Source: an optimization exercise on an open RTL-to-GDS flow (aim: small area, a short achievable clock period and few clock cycles per item). Production flows keep margins and buffers that such runs may drop.
No functional check of the RTL was part of any run shown here.

## flow/design.v (module list and top-level ports; edited modules follow where they fit)
// module fir_1: 1695 lines
// module fir_fa: 4 lines
// module fir_ha: 4 lines
module fir_1(
    input clk,
    input reset_p,
    input [15:0]x,
    input act,
    output reg [15:0]y,
    output ready
    );
  // ...
==> flow/run.sh <==
#!/bin/bash
# synth_recipe.tcl (not shown) runs the flow's synth.tcl, then flattens the netlist and writes it again
# the make line also repeats each setting of config.mk as NAME=value (left out here)
make -C /OpenROAD-flow-scripts/flow DESIGN_CONFIG=/design/flow/config.mk WORK_HOME=/design/flow/orfs CLKGATE_MAP_FILE= SYNTH_SCRIPT=/design/flow/synth_recipe.tcl finish
==> flow/config.mk <==
export PLATFORM = sky130hd
export DESIGN_NAME = fir_1
export DESIGN_NICKNAME = fir_1
export VERILOG_FILES = /design/flow/design.v
export SDC_FILE = /design/flow/constraint.sdc
export NUM_CORES = 4
export LEC_CHECK = 0
export ABC_AREA = 1
export CAP_MARGIN = 20
export CORE_MARGIN = 2
export CORE_UTILIZATION = 40
export SETUP_SLACK_MARGIN = 5
export SLEW_MARGIN = 20
export SYNTH_HIERARCHICAL = 1
export SYNTH_MINIMUM_KEEP_SIZE = 0
==> flow/constraint.sdc <==
create_clock -name core_clock -period 10.0 [get_ports {clk}]
set_input_delay 2.0000 -clock core_clock [delete_from_list [all_inputs] [get_ports {clk}]]
set_output_delay 2.0000 -clock core_clock [all_outputs]
set_load 0.01 [all_outputs]
==> results_dict.tcl, run 1 <==
set metrics [dict create \
    outcome "no timing/DRC/antenna violations" \
    finalHoldViolations 0 \
    n_tap_cell 790 \
    hold_path.class "flop to flop" \
    hold_ws_ns 0.474 \
    cts_sinks 284 \
    layout_commonest_cell "nand2_1" \
    grt_remaining_overflow 0 \
    synthXorXnorAreaFrac_pct 0.494 \
    h-tree-depth 2 \
    worstPathCellList "buf_4 > fa_1 > inv_1 > fa_1 > fa_1 > ha_1 > fa_1 > fa_1 > ha_1 > ha_4 > nand2_2 > inv_1 > a21oi_1 > nor2_1 > nor2_1 > nand3_1 > nand2_1 > nand3_1 > nand2_1" \
    busiest_layer "met2" \
    path_delay_family "adder cells" \
    setup_ws_ns 5.19 \
    postCtsSetupRepairBufs 0 \
    relSlewSlack_pct 29.5 \
    signal_buffers 74 \
    yosys-mux-area-fraction_pct 0 \
    grt_usage_pct 24.3 \
    tns_ns 0 \
    clockNetworkAreaShare_pct 4.49 \
    fin_crit_ns 4.81 \
    crit_end "y[8]" \
    ctsResizeCount 18 \
    layout.nets 3294 \
    wl_met2_um 36300 \
    startpoint "p1[7]" \
    highest_layer "met4" \
    vias 18255 \
]
==> run 2: changes to the inputs <==
--- a/flow/config.mk
+++ b/flow/config.mk
@@ -9,6 +9,8 @@
 export CAP_MARGIN = 20
 export CORE_MARGIN = 2
 export CORE_UTILIZATION = 40
+export CTS_CLUSTER_DIAMETER = 60
+export CTS_CLUSTER_SIZE = 24
 export SETUP_SLACK_MARGIN = 5
 export SLEW_MARGIN = 20
 export SYNTH_HIERARCHICAL = 1
==> run 2 against run 1 <==
  * Still clean
  * Register-to-register slack barely moved
  * Flip-flop and latch count did not move
  * First-iteration DRC count rose by 7.9%
  * Synthesized cell count did not move
  * Count of clock-buffer cells in the layout fell by 14
  * Critical endpoint is now y[14]
  * Largest cell class unchanged
  * Highest routed layer is now met5
==> results_dict.tcl, run 2 <==
set metrics [dict create \
    h-tree-depth 1 \
    busiest_layer "met2" \
    cp.arrival_ns 5.30 \
    grt_remaining_overflow 0 \
    dp_slack_ns 4.43 \
    ys_seq_area_share_pct 28.8 \
    yosys_most_used_dff "dfrtp_1" \
    fmax_ghz 0.208 \
    initial_core_util_pct 40.3 \
    gr-usage-met1_pct 32.1 \
    fin_crit_ns 4.81 \
    antenna_found_initial 1 \
    syn_nets 3244 \
    ctsRootBufferMaster "clkbuf_16" \
    cts_buffers 30 \
    worst_setup_path_start_kind "flop" \
    yosysWarningCount 7 \
    layout_commonest_cell "nand2_1" \
    crit_required_ns 10.50 \
    finalCritPeriodShare_pct 48.1 \
    reg_top3 "rs (30), rc (26)" \
    nFillCells 5911 \
    synth_area_leader_cell "fa_1" \
    die_height_um 253 \
    largest_reg_flops 30 \
    layout_common_cells "nand2_1, fa_1, inv_1, dfrtp_1, o21ai_0" \
    relSlewSlack_pct 30.4 \
    setup_ws_ns 5.19 \
    timing.final.max_slew_violations 0 \
    clk-insertion-delay-late_ns 0.61 \
    met2_usage_pct 41.6 \
    skew_ns 0.0277 \
    row_count 91 \
    met3_usage_pct 2.56 \
    synthTopCellsByArea "fa_1, dfrtp_1, nand2_1, ha_1, inv_1" \
    dr.pass1.iters 5 \
    min-delay-start "rc[17]" \
    yosysMostFrequentCell "nand2_1" \
    end_kind "flop" \
    die_area_mm2 0.0640 \
    drive_gt1_share_pct 7.78 \
    gp_congestion 0.909 \
    finalHoldViolations 0 \
    reg2reg_from "p1[6]" \
    largest_register "rs" \
    die_w_um 253 \
    syn-instance-count 2696 \
    cts_tree "built" \
    hold_path.class "flop to flop" \
    regArea_mm2 0.00715 \
    utilization_pct 44.9 \
    ys_ff_latch 284 \
    drtIter0Drc 1468 \
    io_pins 36 \
    startpoint "p1[6]" \
    grt_usage_pct 24.0 \
    dp_hpwl_um 58600 \
    setup_viol 0 \
    placement.io_buffers 34 \
    worst_pin_slew_ns 1.04 \
    grt_pass1_wl_um 115000 \
    cts_buffer_depth 3 \
    critical_path_class "flop to flop" \
    synthArstFlopShare_pct 100 \
    synthTopCellsByCount "nand2_1, fa_1, inv_1, dfrtp_1, o21ai_0" \
    synth.cell_area_mm2 0.0248 \
    cts.clk_slew.worst_paths_ns 0.09 \
    outcome "no timing/DRC/antenna violations" \
    syn_to_final_growth_pct 11.4 \
    core_mm2 0.0615 \
    tns_ns 0 \
    post-route-drc-count 0 \
    grt_max_degree 173 \
    grt_pass1_vias 19347 \
    rsz0062_at_grt "true" \
    cts_sinks 284 \
    wl_um 74400 \
    ys_types 37 \
    maxCapViolations 0 \
    synth_edf_count 0 \
    critPathMaxFanout 6 \
    wl_per_cell_um 20.9 \
    drtAntennaViolNets 0 \
    avgSynthCellArea_um2 9.20 \
    vias_per_cell 5.17 \
    vias 18379 \
    multiInputGateArea_mm2 0.0162 \
    synth_top_area_share_pct 33.2 \
    layout.nets 3287 \
]
run 2: cell counts after synthesis:
No cell type changed its count.
run 2: layout make-up:
cell class / instances / share of cell area (%)
clock inverters: 25 / 1.29
repair buffers: 74 / 2.43
diodes: 1 / 0.00906
flip-flops and latches: 284 / 25.9
well taps: 790 / 3.58
inverters: 378 / 5.18
clock buffers: 31 / 2.81
multi-input cells: 1971 / 58.8
run 2: kinds of logic (layout without fill, tap and decap cells):
family | Yosys count | in the layout | share of synthesized area (%)
compound gates | 295 | 295 | 6.29
xor+xnor | 14 | 14 | 0.495
fa+ha+maj | 529 | 529 | 39.1
buf+inv | 441 | 508 | 6.96
flops | 284 | 284 | 28.8
other cells | 1 | 2 | 0.0151
simple gates | 1132 | 1132 | 18.3
run 2: critical path, cell delays in order, from the launching register on:
cell     delay (ns)
dfrtp_2        0.51
fa_2           0.50
fa_1           0.36
inv_1          0.07
fa_1           0.42
fa_2           0.53
inv_1          0.05
fa_2           0.53
fa_1           0.40
inv_1          0.10
ha_4           0.21
nand2_1        0.07
nand2_1        0.09
nand2_1        0.13
nand2_4        0.09
a21oi_2        0.19
nand2_1        0.13
nand2_1        0.08
nand3_1        0.06
nand3_1        0.07
nand2_1        0.07
run 2: per-module statistics from Yosys (local to each module, per instance):
| module | flops+latches | cell area (um2) | cells | copies in the design |
|---|---|---|---|---|
| fir_ha | 0 | 12.5 | 1 | 28 |
| fir_1 | 284 | 16300 | 2261 | 1 |
| fir_fa | 0 | 20.0 | 1 | 407 |
run 2: through the flow:
step	hold slack, ns	instance area [um2]	std cells
after floorplan	0.442	24800	2696
after global placement	0.462	25900	3468
after detailed placement	0.465	25900	3468
after CTS	0.478	27100	3524
after global routing	0.496	27600	3553
final	0.478	27600	3554
run 2: repair_timing:
item,4_1_cts,5_1_grt
hold buffers,0,0
resized for setup,22,64
gates cloned,0,0
buffers inserted,0,29
pin swaps,0,13
endpoints found under the setup margin,14,16
run 2: final timing paths:
path                                to  slack, ns  cells after the start
worst min register to register  rc[17]       0.48                      2
worst min-delay path            rc[17]       0.48                      2
min in group asynchronous        h4[2]       2.01                      3
worst max register to register   y[14]       5.19                     20
max in group asynchronous       p1[15]       6.41                      4
worst max-delay path             y[14]       5.19                     20
run 2: metal layers:
| layer | wire, um | part of all wire [%] |
|---|---|---|
| met4 | 2400 | 3.2 |
| met5 | 16 | 0.022 |
| met3 | 3460 | 4.7 |
| met1 | 32200 | 43 |
| met2 | 36300 | 49 |

afterwards: timing with drivers on the ports:
The flow's constraints put no driver on any port. The routed layouts listed below were extracted and timed again, unchanged, in two steps.
Step 1, drivers: a clkbuf_16 drives clk and a buf_2 each remaining input, both assumed.
Step 2 also shifts input and output timing later by t, the mid clock arrival at the registers, as if the neighbouring blocks saw the same clock.
Slacks: no drivers / after step 1 / after step 2; pairs: no drivers / after step 1.
| run | t, ns | setup slack, ns | worst setup path at the end | clock arrival spread, ns | worst data-port slew with drivers (ns) |
|---|---|---|---|---|---|
| run 1 | 0.612 | 5.191 / 5.191 / 4.618 | input to register | 0.024 / 0.024 | 0.12 |
| run 2 | 0.661 | 5.195 / 5.195 / 4.580 | input to register | 0.031 / 0.030 | 0.12 |
After both steps setup and hold are still met in every run listed. The setup slack of run 2, which loses most, moves by 0.000 ns with the drivers and by -0.615 ns with both steps.
